This design comes from an exercise in tuning for small area, a short achievable clock period and few clock cycles on the open sky130 flow, not from production work.
No run shown here included a check of the RTL's function; only the layout flow was run.
Power and IR drop assume default switching activity.

==> flow/design.v, too long to show whole: its modules and the start of the top module <==
// module MulPP: 3045 lines
// module MulFin: 249 lines
// module RegisterFile: 20 lines
// module CPU: 244 lines
module CPU(input  logic        clk_i, rst_i,
           output logic [63:0] imem_addr_o,
           input  logic [31:0] imem_data_i,
           output logic        dmem_we_o, dmem_re_o,
           output logic [2:0]  dmem_funct3_o,
           output logic [63:0] dmem_addr_o, dmem_wdata_o,
           input  logic [63:0] dmem_rdata_i,
           output logic        wb_we_o,
           output logic [4:0]  wb_rd_o,
           output logic [63:0] wb_data_o);
  // ...
==> flow/flow/run.sh <==
#!/bin/bash
# The standard synthesis, then the standard layout (standard.sh) with these changes:
#  - the delay cells (clkdlybuf4s*, dlygate*, dlymetal*) are kept out of the layout steps,
#    so the port buffers and the resizer's buffers are plain buffers;
#  - the resizer's timing repair (after CTS and after global routing) works to a setup
#    margin, so that paths end well inside the clock period (the SDC is the standard flow's, unchanged).
set -euo pipefail
PLATFORM_DONT_USE="sky130_fd_sc_hd__probe_p_8 sky130_fd_sc_hd__probec_p_8 sky130_fd_sc_hd__lpflow_bleeder_1 sky130_fd_sc_hd__lpflow_clkbufkapwr_1 sky130_fd_sc_hd__lpflow_clkbufkapwr_16 sky130_fd_sc_hd__lpflow_clkbufkapwr_2 sky130_fd_sc_hd__lpflow_clkbufkapwr_4 sky130_fd_sc_hd__lpflow_clkbufkapwr_8 sky130_fd_sc_hd__lpflow_clkinvkapwr_1 sky130_fd_sc_hd__lpflow_clkinvkapwr_16 sky130_fd_sc_hd__lpflow_clkinvkapwr_2 sky130_fd_sc_hd__lpflow_clkinvkapwr_4 sky130_fd_sc_hd__lpflow_clkinvkapwr_8 sky130_fd_sc_hd__lpflow_decapkapwr_12 sky130_fd_sc_hd__lpflow_decapkapwr_3 sky130_fd_sc_hd__lpflow_decapkapwr_4 sky130_fd_sc_hd__lpflow_decapkapwr_6 sky130_fd_sc_hd__lpflow_decapkapwr_8 sky130_fd_sc_hd__lpflow_inputiso0n_1 sky130_fd_sc_hd__lpflow_inputiso0p_1 sky130_fd_sc_hd__lpflow_inputiso1n_1 sky130_fd_sc_hd__lpflow_inputiso1p_1 sky130_fd_sc_hd__lpflow_inputisolatch_1 sky130_fd_sc_hd__lpflow_isobufsrc_1 sky130_fd_sc_hd__lpflow_isobufsrc_16 sky130_fd_sc_hd__lpflow_isobufsrc_2 sky130_fd_sc_hd__lpflow_isobufsrc_4 sky130_fd_sc_hd__lpflow_isobufsrc_8 sky130_fd_sc_hd__lpflow_isobufsrckapwr_16 sky130_fd_sc_hd__lpflow_lsbuf_lh_hl_isowell_tap_1 sky130_fd_sc_hd__lpflow_lsbuf_lh_hl_isowell_tap_2 sky130_fd_sc_hd__lpflow_lsbuf_lh_hl_isowell_tap_4 sky130_fd_sc_hd__lpflow_lsbuf_lh_isowell_4 sky130_fd_sc_hd__lpflow_lsbuf_lh_isowell_tap_1 sky130_fd_sc_hd__lpflow_lsbuf_lh_isowell_tap_2 sky130_fd_sc_hd__lpflow_lsbuf_lh_isowell_tap_4"
EXTRA_DONT_USE="sky130_fd_sc_hd__clkdlybuf4s* sky130_fd_sc_hd__dlygate* sky130_fd_sc_hd__dlymetal*"
MARGIN=$(cat flow/margin.txt)
bash standard.sh synth > synth.log 2>&1
bash standard.sh "DONT_USE_CELLS=$PLATFORM_DONT_USE $EXTRA_DONT_USE" "SETUP_SLACK_MARGIN=$MARGIN" finish > layout.log 2>&1
==> flow/flow/margin.txt <==
11
==> flow/standard.sh <==
#!/bin/bash
# synth_recipe.tcl (not shown) runs the flow's synth.tcl, then flattens the netlist and writes it again
# the make line also repeats each setting of config.mk as NAME=value (left out here)
make -C /OpenROAD-flow-scripts/flow DESIGN_CONFIG=/design/flow/config.mk WORK_HOME=/design/flow/orfs CLKGATE_MAP_FILE= SYNTH_SCRIPT=/design/flow/synth_recipe.tcl "${@:-finish}"
==> flow/config.mk <==
export PLATFORM = sky130hd
export DESIGN_NAME = CPU
export DESIGN_NICKNAME = CPU
export VERILOG_FILES = /design/flow/design.v
export SDC_FILE = /design/flow/constraint.sdc
export NUM_CORES = 8
export LEC_CHECK = 0
export CAP_MARGIN = 40
export CORE_MARGIN = 2
export CORE_UTILIZATION = 40
export CTS_CLUSTER_DIAMETER = 100
export CTS_CLUSTER_SIZE = 28
export SLEW_MARGIN = 60
==> flow/constraint.sdc <==
create_clock -name core_clock -period 16.0 [get_ports {clk_i}]
set_input_delay 3.2000 -clock core_clock [delete_from_list [all_inputs] [get_ports {clk_i}]]
set_output_delay 3.2000 -clock core_clock [all_outputs]
set_load 0.01 [all_outputs]
==> flow_summary.ini, run 1 <==
[outcome]
status = no timing/DRC/antenna violations

[clock_network]
cts_made_buffers = 147

[finish]
fillerInstances = 39200
top_register = rf.regs
inverters_excl_clock = 821
largest_registers = rf.regs (1984), m_pp (247)
bufAreaShareNonClock = 0.0553
biggestCellCategory = multi-input combinational cells
multi_input_area_mm2 = 0.0828

[routing]
met3_length_um = 152000
drt_pass1_iterations = 13
avgRoutedWirePerCell_um = 40.6
ant_nets = 0

[yosys]
synth-edff-count = 2095
synth_top_cell_area_share = 0.371
synthMuxAreaShare = 0.00383
avgSynthCellArea_um2 = 11.4
synth_top_family_by_area = compound AO/OA/AOI/OAI gates

[sta]
fmax_mhz = 196
final.setup.tns_ns = 0
setup_ws_ns = 10.90
tightest_slew_ns = 1.04
hold_viol_final = 0

[min_path]
hold_end = m_f3[1]

[worst_setup_path]
rr_startpoint = d_ins[21]
r2r_cells = 16
worst_setup_path_start_kind = flip-flop
critPathSlowestCell = edfxtp_1
max_stage_delay_ns = 0.72

[power]
peakVddDrop_v = 0.0000849
power_mw = 18.5

[global_route]
grt-ovfl-total = 0
grt_use_met2 = 0.499

[place]
postPlaceCellArea_mm2 = 0.183
port_buffers = 362

[die]
tap_cells = 5663
==> module CPU, before the edit <==
module CPU(input  logic        clk_i, rst_i,
           output logic [63:0] imem_addr_o,
           input  logic [31:0] imem_data_i,
           output logic        dmem_we_o, dmem_re_o,
           output logic [2:0]  dmem_funct3_o,
           output logic [63:0] dmem_addr_o, dmem_wdata_o,
           input  logic [63:0] dmem_rdata_i,
           output logic        wb_we_o,
           output logic [4:0]  wb_rd_o,
           output logic [63:0] wb_data_o);
    logic [13:2]  pc_lo;
    logic [63:14] pc_hi;
    logic [1:0]   pc_adj;         
    logic         d_v;
    logic [31:0]  d_ins;
    logic         d_pred;
    logic [13:2]  d_alt_lo;
    logic [1:0]   d_alt_adj;
    logic         e_v;
    logic [63:0]  e_a, e_sd;
    logic [11:0]  e_imm;
    logic         e_fa_m, e_fa_w, e_fa_r, e_fs_m, e_fs_w, e_fs_r, e_fb_m, e_fb_w, e_fb_r, e_fb_i;
    logic         e_sub, e_and, e_or, e_mul;
    logic         e_ld, e_st, e_br, e_wr;
    logic [4:0]   e_rd;
    logic [2:0]   e_f3;
    logic         e_beq, e_bne, e_blt, e_bge;
    logic         e_pred;
    logic [13:2]  e_alt_lo;
    logic [1:0]   e_alt_adj;
    logic [31:0]  e_one, e_two, e_neg;
    logic         m_wr, m_ld, m_mul, m_we, m_re;
    logic [4:0]   m_rd;
    logic [2:0]   m_f3;
    logic [63:0]  m_res, m_sd;
    logic [63:0]  m_addr;         
    logic         w_wr;
    logic [4:0]   w_rd;
    logic [31:1]  w_oh;
    logic [63:0]  w_data;
    logic [63:0]  w_out;          
    logic [31:0] ins;
    assign ins = imem_data_i;
    assign imem_addr_o = {pc_hi, pc_lo, 2'b00};
    logic        f_immok, f_isbr, f_same, f_pred, f_busy, f_hold;
    logic [13:2] f_off;           
    logic [14:2] f_seq, f_tgt;    
    logic [1:0]  f_seq_adj, f_tgt_adj;
    logic [31:1] d_rs1oh, d_rs2oh;
    assign f_busy  = pc_adj != 2'b00;
    assign f_hold  = (d_v && d_ins[6:2] == 5'b11000) || (e_v && e_br);
    assign f_immok = ins[1:0] == 2'b11;
    assign f_isbr  = ins[6:2] == 5'b11000;
    assign f_off   = f_immok ? {ins[31], ins[7], ins[30:25], ins[11:8]} : 12'b0;
    assign f_same  = ins[19:15] == ins[24:20];
    always_comb begin
        if (f_same)
            f_pred = (ins[14:12] == 3'b000) || (ins[14:12] == 3'b101) || (ins[14:12] == 3'b111);
        else
            f_pred = (f_off[13] || ins[14:12] == 3'b001 || ins[14:12] == 3'b101 || ins[14:12] == 3'b111)
                     && ins[14:13] != 2'b01;
        f_pred = f_pred && f_isbr && !(f_off == 12'd1);
    end
    assign f_seq     = {1'b0, pc_lo} + 13'd1;
    assign f_seq_adj = {1'b0, f_seq[14]};
    assign f_tgt     = {1'b0, pc_lo} + {1'b0, f_off};
    assign f_tgt_adj = f_off[13] ? {~f_tgt[14], 1'b0} : {1'b0, f_tgt[14]};
    always_comb begin
        for (int i = 1; i < 32; i++) begin
            d_rs1oh[i] = d_ins[19:15] == i[4:0];
            d_rs2oh[i] = d_ins[24:20] == i[4:0];
        end
    end
    logic [4:0]  d_op, d_rs1, d_rs2, d_rd;
    logic [2:0]  d_f3;
    logic [6:0]  d_f7;
    logic        d_immok, d_r, d_i, d_ld, d_st, d_br, d_alu, d_mul, d_wr, d_use1, d_use2, d_useimm;
    logic [11:0] d_imm;
    logic [63:0] d_rf1, d_rf2, d_v1, d_v2, d_op2;
    logic [31:0] d_one, d_two, d_neg;
    logic        d_byp1, d_byp2;
    logic        stall;
    assign d_op    = d_ins[6:2];
    assign d_rs1   = d_ins[19:15];
    assign d_rs2   = d_ins[24:20];
    assign d_rd    = d_ins[11:7];
    assign d_f3    = d_ins[14:12];
    assign d_f7    = d_ins[31:25];
    assign d_immok = d_ins[1:0] == 2'b11;
    assign d_r     = d_op == 5'b01100;
    assign d_i     = d_op == 5'b00100;
    assign d_ld    = d_op == 5'b00000;
    assign d_st    = d_op == 5'b01000;
    assign d_br    = d_op == 5'b11000 && !(d_immok && {d_ins[31], d_ins[7], d_ins[30:25], d_ins[11:8]} == 12'd1);
    assign d_alu   = d_r | d_i;
    assign d_mul   = d_alu && d_f7 == 7'b0000001 && d_f3 == 3'b000;
    assign d_wr    = (d_alu | d_ld) && d_rd != 5'd0;
    assign d_use1  = d_alu | d_ld | d_st | d_br;
    assign d_use2  = d_r | d_st | d_br;
    assign d_useimm = d_i | d_ld | d_st;
    assign d_imm   = !d_immok ? 12'd0 : d_st ? {d_ins[31:25], d_ins[11:7]} : d_ins[31:20];
    RegisterFile rf(.clk_i, .we_i(w_oh), .wd_i(w_data),
                    .rs1_i(d_rs1oh), .rs2_i(d_rs2oh), .rd1_o(d_rf1), .rd2_o(d_rf2));
    assign d_byp1 = |(w_oh & d_rs1oh);
    assign d_byp2 = |(w_oh & d_rs2oh);
    logic d_mbyp1, d_mbyp2;
    assign d_mbyp1 = m_wr && !m_ld && !m_mul && m_rd == d_rs1;
    assign d_mbyp2 = m_wr && !m_ld && !m_mul && m_rd == d_rs2;
    assign d_v1 = d_mbyp1 ? m_res : d_byp1 ? w_data : d_rf1;
    assign d_v2 = d_mbyp2 ? m_res : d_byp2 ? w_data : d_rf2;
    assign d_op2 = d_useimm ? {{52{d_imm[11]}}, d_imm} : d_v2;
    always_comb begin
        for (int k = 0; k < 32; k++) begin
            logic b2, b1, b0;
            b2 = d_op2[2*k+1];
            b1 = d_op2[2*k];
            b0 = (k == 0) ? 1'b0 : d_op2[2*k-1];
            d_one[k] = b1 ^ b0;
            d_two[k] = (b2 & ~b1 & ~b0) | (~b2 & b1 & b0);
            d_neg[k] = b2 & ~(b1 & b0);
        end
    end
    assign stall = d_v && (
                   (e_v && e_wr && (e_ld || e_mul) &&
                    ((d_use1 && d_rs1 == e_rd) || (d_use2 && d_rs2 == e_rd))) ||
                   (d_mul && e_v && e_wr &&
                    ((d_use1 && d_rs1 == e_rd) || (d_use2 && d_rs2 == e_rd))) ||
                   (d_mul && m_wr && (m_ld || m_mul) &&
                    ((d_use1 && d_rs1 == m_rd) || (d_use2 && d_rs2 == m_rd))));
    logic d_fa_m, d_fa_w, d_fs_m, d_fs_w;
    assign d_fa_m = e_v && e_wr && e_rd == d_rs1;
    assign d_fa_w = !d_fa_m && m_wr && m_rd == d_rs1;
    assign d_fs_m = e_v && e_wr && e_rd == d_rs2;
    assign d_fs_w = !d_fs_m && m_wr && m_rd == d_rs2;
    logic [63:0] x_a, x_b, x_s, x_sum, x_res, x_op2;
    logic        x_eq, x_ltu, x_taken, x_redir;
    assign x_a = ({64{e_fa_m}} & m_res) | ({64{e_fa_w}} & w_data) | ({64{e_fa_r}} & e_a);
    assign x_s = ({64{e_fs_m}} & m_res) | ({64{e_fs_w}} & w_data) | ({64{e_fs_r}} & e_sd);
    assign x_b = ({64{e_fb_m}} & m_res) | ({64{e_fb_w}} & w_data) | ({64{e_fb_r}} & e_sd) |
                 ({64{e_fb_i}} & {{52{e_imm[11]}}, e_imm});
    assign x_op2 = e_sub ? ~x_b : x_b;
    assign x_sum = x_a + x_op2 + {63'd0, e_sub};
    always_comb begin
        x_res = x_sum;
        if (e_and) x_res = x_a & x_b;
        if (e_or)  x_res = x_a | x_b;
    end
    assign x_eq  = x_a == x_s;
    assign x_ltu = x_a < x_s;
    assign x_taken = (e_beq & x_eq) | (e_bne & ~x_eq) | (e_blt & x_ltu) | (e_bge & ~x_ltu);
    assign x_redir = e_v && e_br && (x_taken != e_pred);
    logic [246:0] x_pp, m_pp;
    MulPP mul_pp(.a(e_a & {64{e_mul}}), .one(e_one), .two(e_two), .neg(e_neg), .pp(x_pp));
    logic [63:0] m_prod;
    MulFin mul_fin(.pp(m_pp), .p(m_prod));
    assign dmem_we_o     = m_we;
    assign dmem_re_o     = m_re;
    assign dmem_funct3_o = m_f3;
    assign dmem_addr_o   = m_addr;
    assign dmem_wdata_o  = m_sd;
    assign wb_we_o   = w_wr;
    assign wb_rd_o   = w_rd;
    assign wb_data_o = w_out;
    always_ff @(posedge clk_i) begin
        if (rst_i) begin
            pc_lo  <= 12'd0;
            pc_hi  <= 50'd0;
            pc_adj <= 2'b00;
        end else if (x_redir) begin
            pc_lo  <= e_alt_lo;
            pc_adj <= e_alt_adj;
        end else if (f_busy) begin
            if (!f_hold) begin
                pc_hi  <= pc_adj[0] ? pc_hi + 50'd1 : pc_hi - 50'd1;
                pc_adj <= 2'b00;
            end
        end else if (!stall) begin
            pc_lo  <= f_pred ? f_tgt[13:2] : f_seq[13:2];
            pc_adj <= f_pred ? f_tgt_adj : f_seq_adj;
        end
        if (rst_i || x_redir)
            d_v <= 1'b0;
        else if (!stall)
            d_v <= !f_busy;
        if (!stall) begin
            d_ins     <= ins;
            d_pred    <= f_pred;
            d_alt_lo  <= f_pred ? f_seq[13:2] : f_tgt[13:2];
            d_alt_adj <= f_pred ? f_seq_adj : f_tgt_adj;
        end
        e_v    <= !rst_i && !x_redir && d_v && !stall;
        e_a    <= d_v1;
        e_sd   <= d_v2;
        e_imm  <= d_imm;
        e_fa_m <= d_fa_m;
        e_fa_w <= d_fa_w;
        e_fa_r <= !d_fa_m && !d_fa_w;
        e_fs_m <= d_fs_m;
        e_fs_w <= d_fs_w;
        e_fs_r <= !d_fs_m && !d_fs_w;
        e_fb_m <= !d_useimm && d_fs_m;
        e_fb_w <= !d_useimm && d_fs_w;
        e_fb_r <= !d_useimm && !d_fs_m && !d_fs_w;
        e_fb_i <= d_useimm;
        e_sub  <= d_alu && d_f7 == 7'b0100000 && d_f3 == 3'b000;
        e_and  <= d_alu && d_f7 == 7'b0000000 && d_f3 == 3'b111;
        e_or   <= d_alu && d_f7 == 7'b0000000 && d_f3 == 3'b110;
        e_mul  <= d_mul;
        e_one  <= d_mul ? d_one : 32'd0;
        e_two  <= d_mul ? d_two : 32'd0;
        e_neg  <= d_mul ? d_neg : 32'd0;
        e_ld   <= d_ld;
        e_st   <= d_st;
        e_br   <= d_br;
        e_wr   <= d_wr;
        e_rd   <= d_rd;
        e_f3   <= d_f3;
        e_beq  <= d_f3 == 3'b000;
        e_bne  <= d_f3 == 3'b001;
        e_blt  <= d_f3 == 3'b100 || d_f3 == 3'b110;
        e_bge  <= d_f3 == 3'b101 || d_f3 == 3'b111;
        e_pred <= d_pred;
        e_alt_lo  <= d_alt_lo;
        e_alt_adj <= d_alt_adj;
        m_wr  <= e_v && e_wr;
        m_we  <= e_v && e_st;
        m_re  <= e_v && e_ld;
        m_ld  <= e_ld;
        m_mul <= e_mul;
        m_rd  <= e_rd;
        m_f3  <= e_f3;
        m_res <= x_res;
        if (e_ld || e_st)
            m_addr <= x_sum;
        m_sd  <= x_s;
        m_pp  <= x_pp;
        w_wr   <= !rst_i && m_wr;
        w_rd   <= m_rd;
        for (int i = 1; i < 32; i++)
            w_oh[i] <= !rst_i && m_wr && m_rd == i[4:0];
        w_data <= m_ld ? dmem_rdata_i : m_mul ? m_prod : m_res;
        w_out  <= (m_ld ? dmem_rdata_i : m_mul ? m_prod : m_res) & {64{m_wr}};
    end
endmodule
==> run 2, diff against run 1 <==
--- a/flow/design.v
+++ b/flow/design.v
@@ -3331,2 +3331,3 @@
     logic [31:0]  d_ins;
+    logic [31:1]  d_rs1oh, d_rs2oh;
     logic         d_pred;
@@ -3334,6 +3335,6 @@
     logic [1:0]   d_alt_adj;
+    logic [63:14] d_pchi;
     logic         e_v;
-    logic [63:0]  e_a, e_sd;
-    logic [11:0]  e_imm;
-    logic         e_fa_m, e_fa_w, e_fa_r, e_fs_m, e_fs_w, e_fs_r, e_fb_m, e_fb_w, e_fb_r, e_fb_i;
+    logic [63:0]  e_a, e_b, e_sd;
+    logic         e_fa_m, e_fa_w, e_fb_m, e_fb_w, e_fs_m, e_fs_w;
     logic         e_sub, e_and, e_or, e_mul;
@@ -3344,4 +3345,4 @@
     logic         e_pred;
-    logic [13:2]  e_alt_lo;
-    logic [1:0]   e_alt_adj;
+    logic [63:2]  e_alt;
+    logic [63:0]  e_ma;
     logic [31:0]  e_one, e_two, e_neg;
@@ -3351,3 +3352,2 @@
     logic [63:0]  m_res, m_sd;
-    logic [63:0]  m_addr;         
     logic         w_wr;
@@ -3356,3 +3356,2 @@
     logic [63:0]  w_data;
-    logic [63:0]  w_out;          
     logic [31:0] ins;
@@ -3360,3 +3359,3 @@
     assign imem_addr_o = {pc_hi, pc_lo, 2'b00};
-    logic        f_immok, f_isbr, f_same, f_pred, f_busy, f_hold;
+    logic        f_immok, f_isbr, f_same, f_pred, f_busy;
     logic [13:2] f_off;           
@@ -3364,5 +3363,4 @@
     logic [1:0]  f_seq_adj, f_tgt_adj;
-    logic [31:1] d_rs1oh, d_rs2oh;
+    logic [31:1] f_rs1oh, f_rs2oh;
     assign f_busy  = pc_adj != 2'b00;
-    assign f_hold  = (d_v && d_ins[6:2] == 5'b11000) || (e_v && e_br);
     assign f_immok = ins[1:0] == 2'b11;
@@ -3385,4 +3383,4 @@
         for (int i = 1; i < 32; i++) begin
-            d_rs1oh[i] = d_ins[19:15] == i[4:0];
-            d_rs2oh[i] = d_ins[24:20] == i[4:0];
+            f_rs1oh[i] = ins[19:15] == i[4:0];
+            f_rs2oh[i] = ins[24:20] == i[4:0];
         end
@@ -3421,7 +3419,4 @@
     assign d_byp2 = |(w_oh & d_rs2oh);
-    logic d_mbyp1, d_mbyp2;
-    assign d_mbyp1 = m_wr && !m_ld && !m_mul && m_rd == d_rs1;
-    assign d_mbyp2 = m_wr && !m_ld && !m_mul && m_rd == d_rs2;
-    assign d_v1 = d_mbyp1 ? m_res : d_byp1 ? w_data : d_rf1;
-    assign d_v2 = d_mbyp2 ? m_res : d_byp2 ? w_data : d_rf2;
+    assign d_v1 = d_byp1 ? w_data : d_rf1;
+    assign d_v2 = d_byp2 ? w_data : d_rf2;
     assign d_op2 = d_useimm ? {{52{d_imm[11]}}, d_imm} : d_v2;
@@ -3443,15 +3438,9 @@
                     ((d_use1 && d_rs1 == e_rd) || (d_use2 && d_rs2 == e_rd))) ||
-                   (d_mul && m_wr && (m_ld || m_mul) &&
+                   (d_mul && m_wr &&
                     ((d_use1 && d_rs1 == m_rd) || (d_use2 && d_rs2 == m_rd))));
-    logic d_fa_m, d_fa_w, d_fs_m, d_fs_w;
-    assign d_fa_m = e_v && e_wr && e_rd == d_rs1;
-    assign d_fa_w = !d_fa_m && m_wr && m_rd == d_rs1;
-    assign d_fs_m = e_v && e_wr && e_rd == d_rs2;
-    assign d_fs_w = !d_fs_m && m_wr && m_rd == d_rs2;
     logic [63:0] x_a, x_b, x_s, x_sum, x_res, x_op2;
     logic        x_eq, x_ltu, x_taken, x_redir;
-    assign x_a = ({64{e_fa_m}} & m_res) | ({64{e_fa_w}} & w_data) | ({64{e_fa_r}} & e_a);
-    assign x_s = ({64{e_fs_m}} & m_res) | ({64{e_fs_w}} & w_data) | ({64{e_fs_r}} & e_sd);
-    assign x_b = ({64{e_fb_m}} & m_res) | ({64{e_fb_w}} & w_data) | ({64{e_fb_r}} & e_sd) |
-                 ({64{e_fb_i}} & {{52{e_imm[11]}}, e_imm});
+    assign x_a = e_fa_m ? m_res : e_fa_w ? w_data : e_a;
+    assign x_b = e_fb_m ? m_res : e_fb_w ? w_data : e_b;
+    assign x_s = e_fs_m ? m_res : e_fs_w ? w_data : e_sd;
     assign x_op2 = e_sub ? ~x_b : x_b;
@@ -3468,3 +3457,3 @@
     logic [246:0] x_pp, m_pp;
-    MulPP mul_pp(.a(e_a & {64{e_mul}}), .one(e_one), .two(e_two), .neg(e_neg), .pp(x_pp));
+    MulPP mul_pp(.a(e_ma), .one(e_one), .two(e_two), .neg(e_neg), .pp(x_pp));
     logic [63:0] m_prod;
@@ -3474,3 +3463,3 @@
     assign dmem_funct3_o = m_f3;
-    assign dmem_addr_o   = m_addr;
+    assign dmem_addr_o   = m_res;
     assign dmem_wdata_o  = m_sd;
@@ -3478,3 +3467,3 @@
     assign wb_rd_o   = w_rd;
-    assign wb_data_o = w_out;
+    assign wb_data_o = w_data;
     always_ff @(posedge clk_i) begin
@@ -3485,9 +3474,7 @@
         end else if (x_redir) begin
-            pc_lo  <= e_alt_lo;
-            pc_adj <= e_alt_adj;
+            {pc_hi, pc_lo} <= e_alt;
+            pc_adj <= 2'b00;
         end else if (f_busy) begin
-            if (!f_hold) begin
-                pc_hi  <= pc_adj[0] ? pc_hi + 50'd1 : pc_hi - 50'd1;
-                pc_adj <= 2'b00;
-            end
+            pc_hi  <= pc_adj[0] ? pc_hi + 50'd1 : pc_hi - 50'd1;
+            pc_adj <= 2'b00;
         end else if (!stall) begin
@@ -3502,2 +3489,4 @@
             d_ins     <= ins;
+            d_rs1oh   <= f_rs1oh;
+            d_rs2oh   <= f_rs2oh;
             d_pred    <= f_pred;
@@ -3505,2 +3494,3 @@
             d_alt_adj <= f_pred ? f_seq_adj : f_tgt_adj;
+            d_pchi    <= pc_hi;
         end
@@ -3508,14 +3498,10 @@
         e_a    <= d_v1;
+        e_b    <= d_op2;
         e_sd   <= d_v2;
-        e_imm  <= d_imm;
-        e_fa_m <= d_fa_m;
-        e_fa_w <= d_fa_w;
-        e_fa_r <= !d_fa_m && !d_fa_w;
-        e_fs_m <= d_fs_m;
-        e_fs_w <= d_fs_w;
-        e_fs_r <= !d_fs_m && !d_fs_w;
-        e_fb_m <= !d_useimm && d_fs_m;
-        e_fb_w <= !d_useimm && d_fs_w;
-        e_fb_r <= !d_useimm && !d_fs_m && !d_fs_w;
-        e_fb_i <= d_useimm;
+        e_fa_m <= e_v && e_wr && e_rd == d_rs1;
+        e_fa_w <= m_wr && m_rd == d_rs1;
+        e_fb_m <= !d_useimm && e_v && e_wr && e_rd == d_rs2;
+        e_fb_w <= !d_useimm && m_wr && m_rd == d_rs2;
+        e_fs_m <= e_v && e_wr && e_rd == d_rs2;
+        e_fs_w <= m_wr && m_rd == d_rs2;
         e_sub  <= d_alu && d_f7 == 7'b0100000 && d_f3 == 3'b000;
@@ -3524,2 +3510,3 @@
         e_mul  <= d_mul;
+        e_ma   <= d_mul ? d_v1  : 64'd0;
         e_one  <= d_mul ? d_one : 32'd0;
@@ -3538,4 +3525,3 @@
         e_pred <= d_pred;
-        e_alt_lo  <= d_alt_lo;
-        e_alt_adj <= d_alt_adj;
+        e_alt  <= {d_alt_adj[0] ? d_pchi + 50'd1 : d_alt_adj[1] ? d_pchi - 50'd1 : d_pchi, d_alt_lo};
         m_wr  <= e_v && e_wr;
@@ -3548,4 +3534,2 @@
         m_res <= x_res;
-        if (e_ld || e_st)
-            m_addr <= x_sum;
         m_sd  <= x_s;
@@ -3557,3 +3541,2 @@
         w_data <= m_ld ? dmem_rdata_i : m_mul ? m_prod : m_res;
-        w_out  <= (m_ld ? dmem_rdata_i : m_mul ? m_prod : m_res) & {64{m_wr}};
     end
--- a/flow/config.mk
+++ b/flow/config.mk
@@ -7,7 +7,5 @@
 export LEC_CHECK = 0
-export CAP_MARGIN = 40
+export CAP_MARGIN = 20
 export CORE_MARGIN = 2
 export CORE_UTILIZATION = 40
-export CTS_CLUSTER_DIAMETER = 100
-export CTS_CLUSTER_SIZE = 28
-export SLEW_MARGIN = 60
+export SLEW_MARGIN = 20
==> run 2 against run 1 <==
Die area rose by 2.3%. Sequential power hardly changed. Synthesized cell count about the same. Area after synthesis is 2.4% higher. Combinational power up 28%. Setup slack worse by 0.47 ns. Wire length is 8.5% higher. Highest routed layer unchanged. First-iteration DRC count is 4.0% lower. Still clean on timing, DRC and antenna. Critical path type is now flip-flop to flip-flop. Via count rose by 3.0%. Worst hold slack got worse by 0.037 ns. Sequential share of layout area barely moved. Clock skew rose by 0.0048 ns.
==> flow_summary.ini, run 2 <==
[outcome]
status = no timing/DRC/antenna violations

[routing]
drt_iter0_markers = 32300
wl_um = 920000
avgRoutedWirePerCell_um = 43.1
drc = 0
ant_nets = 0
num_vias = 151000
via_per_inst = 7.09
drt_pass1_iterations = 13

[clock_network]
holdBufCountCts = 0
path_clk_slew_ns = 0.07
cts_buffer_depth = 4
cts-htree-levels = 5
cts_tree = built
cts_made_buffers = 348
cts_sinks = 3139
cts_root_buf = clkbuf_16
insertion_delay_ns = 1.09

[die]
start_util = 0.402
pin_count = 365
die_y_um = 663
die_x_um = 663
rows = 241
core-area_mm2 = 0.432
die_area_mm2 = 0.439

[place]
postPlaceCellArea_mm2 = 0.181
port_buffers = 362
dp_hpwl_um = 574000
dp_cells = 20300
gp_congestion = 1.02
dp_worst_setup_slack_ns = 8.28

[global_route]
grt-ovfl-total = 0
antenna_found_initial = 150
grt_pass1_vias = 142000
grt_pass1_wl_um = 1230000
grt_util_all_layers = 0.403
grt_max_degree = 83

[yosys]
synth_top_cell_area_share = 0.371
avgSynthCellArea_um2 = 11.6
synthTopCellsByArea = edfxtp_1 37%, dfxtp_1 11%, fa_1 10%
yosysUniqueCellTypes = 87
async_reset_ff_frac = 0
synth_most_common_cell = edfxtp_1
yosys.area.top_type = edfxtp_1
synth-edff-count = 2143
ys_ff_latch = 3139
synth.yosys.seq_area_share = 0.486
synthTopCellsByCount = 2143 x edfxtp_1, 1873 x a22oi_1, 996 x dfxtp_1
synth_area_mm2 = 0.173
synth_ff_type = edfxtp_1
synthCells = 14900
yosys_warnings = 3

[sta]
final.setup.tns_ns = 0
period_share = 0.348
fin_skew_ns = 0.119
slew_headroom = 0.0710
report.final.setup_viol = 0
post-route-min-period_ns = 5.58
fmax_mhz = 179
tightest_slew_ns = 1.38
hold_viol_final = 0
holdWs_ns = 0.301
rsz0062_at_grt = yes
setup_ws_ns = 10.42
slew_viol_final = 0

[power]
peakVddDrop_v = 0.000114
swShare = 0.327
power_frac_seq = 0.455
switching_power_mw = 7.57
power_mw = 23.2
p_clk_frac = 0.364
pwr-share-comb = 0.180
power_density_mw_per_mm2 = 117
power.internal_mw = 15.6
power_leakage_nw = 71.1

[finish]
drive_gt1_frac = 0.121
top_register = rf.regs
syn2layout_area_growth_pct = 14.2
nets = 16500
final_cells = 21400
largest_registers = rf.regs (1984), m_pp (247)
largest_reg_flops = 1984
final_area_mm2 = 0.198
final_core_util = 0.459
final_cell_mix = 2143 x edfxtp_1, 1873 x a22oi_1, 895 x fa_1
layout_commonest_cell = edfxtp_1

[worst_setup_path]
worstPathArrival_ns = 6.53
cp_top_family = buffers and inverters
cp_max_fo = 24
path_buf_inv = 4
cp-end-kind = flip-flop
worstSetupPathType = flip-flop to flip-flop
cpMostUsedCell = buf_2
max_stage_delay_ns = 0.89
crit_chain = buf_4, buf_2, buf_2, a22oi_1, nand4_1, nor3_1, o21ai_1, buf_1, and2_1
worst_setup_path_start_kind = flip-flop
required_ns = 16.95
critPathSlowestCell = edfxtp_1

[min_path]
hp-class = flip-flop to flip-flop

[run]
cap_violations = 0
-- run 2: cells by family (layout without fill, tap and decap cells) --
logic type / after synthesis / in the layout / share of synthesized area
AO/OA/AOI/OAI: 4411 / 4412 / 0.189
XOR/XNOR: 1430 / 1430 / 0.0722
adder cells (fa/ha/maj): 1241 / 1241 / 0.128
buffers and inverters: 2151 / 2701 / 0.0466
flip-flops: 3139 / 3139 / 0.486
multiplexers: 270 / 270 / 0.0157
other: 1 / 190 / 0.0000216
AND/OR/NAND/NOR: 2260 / 2265 / 0.0628
-- run 2: timing repair --
action	in CTS	in global routing
endpoints found under the setup margin	505	185
buffers inserted	161	80
cloned	16	6
gates resized for setup	611	237
pin swaps	40	76
-- run 2: routing by layer --
metal	GRT usage	share of wire	wire (um)	vias up
met2	0.540	0.39	355000	16000
met1	0.496	0.34	312000	74500
li1	-	-	-	56600
met5	0.00619	0.0011	994	-
met3	0.186	0.17	159000	4371
met4	0.316	0.10	93100	96
-- run 2: final timing paths --
path                                  start       end  slack [ns]  cells past startpoint
worst min-delay path            d_alt_lo[4]  e_alt[4]        0.30                      0
worst max-delay path             d_rs1oh[5]  e_ma[32]       10.42                      9
worst min register to register  d_alt_lo[4]  e_alt[4]        0.30                      0
worst max register to register   d_rs1oh[5]  e_ma[32]       10.42                      9
-- run 2: power by group through the flow --
| stage | sequential (mW) | clock, mW | combinational [mW] |
|---|---|---|---|
| after detailed placement | 10.8 | 0 | 2.92 |
| after global routing | 10.5 | 8.71 | 4.19 |
| after CTS | 10.5 | 8.40 | 3.81 |
| after global placement | 10.8 | 0 | 2.91 |
| after floorplan | 10.6 | 0 | 1.04 |
| final | 10.5 | 8.44 | 4.18 |
-- run 2: final cells by class --
type | instances | area, um2
Fill cell | 39500 | 233000
Sequential cell | 3139 | 84900
Multi-Input combinational cell | 9620 | 82900
Clock buffer | 455 | 9600
Timing Repair Buffer | 1177 | 7760
Tap cell | 5710 | 7140
Inverter | 879 | 3310
Clock inverter | 189 | 2100
Antenna cell | 188 | 470
Timing Repair inverter | 1 | 7.51

## static timing again, ports no longer ideal
How much do the figures lean on ideal ports? The routed layouts below were timed once more, with nothing changed but the port constraints. Step 1, drivers: a clkbuf_16 drives clk_i and a buf_2 each remaining input, both assumed. Step 2, shift: input delay + t, output delay - t, t = (earliest + latest rising clock arrival at the registers) / 2. This alone moves slack from input paths to output paths. Slacks: ideal ports / drivers / drivers and shift; pairs: ideal ports / drivers.
| run | shift t [ns] | slack for setup (ns) | latest minus earliest clock arrival (ns) | worst slew at a driven data input, ns | pins driven straight from the clock port |
|---|---|---|---|---|---|
| run 1 | 1.127 | 10.896 / 10.766 / 10.141 | 0.122 / 0.123 | 0.13 | 1 |
| run 2 | 1.133 | 10.425 / 10.425 / 9.898 | 0.125 / 0.125 | 0.20 | 1 |
After both steps every run listed still meets setup and hold. For run 1, which loses most, drivers alone change the setup slack by -0.130 ns; drivers and shift together by -0.755 ns.
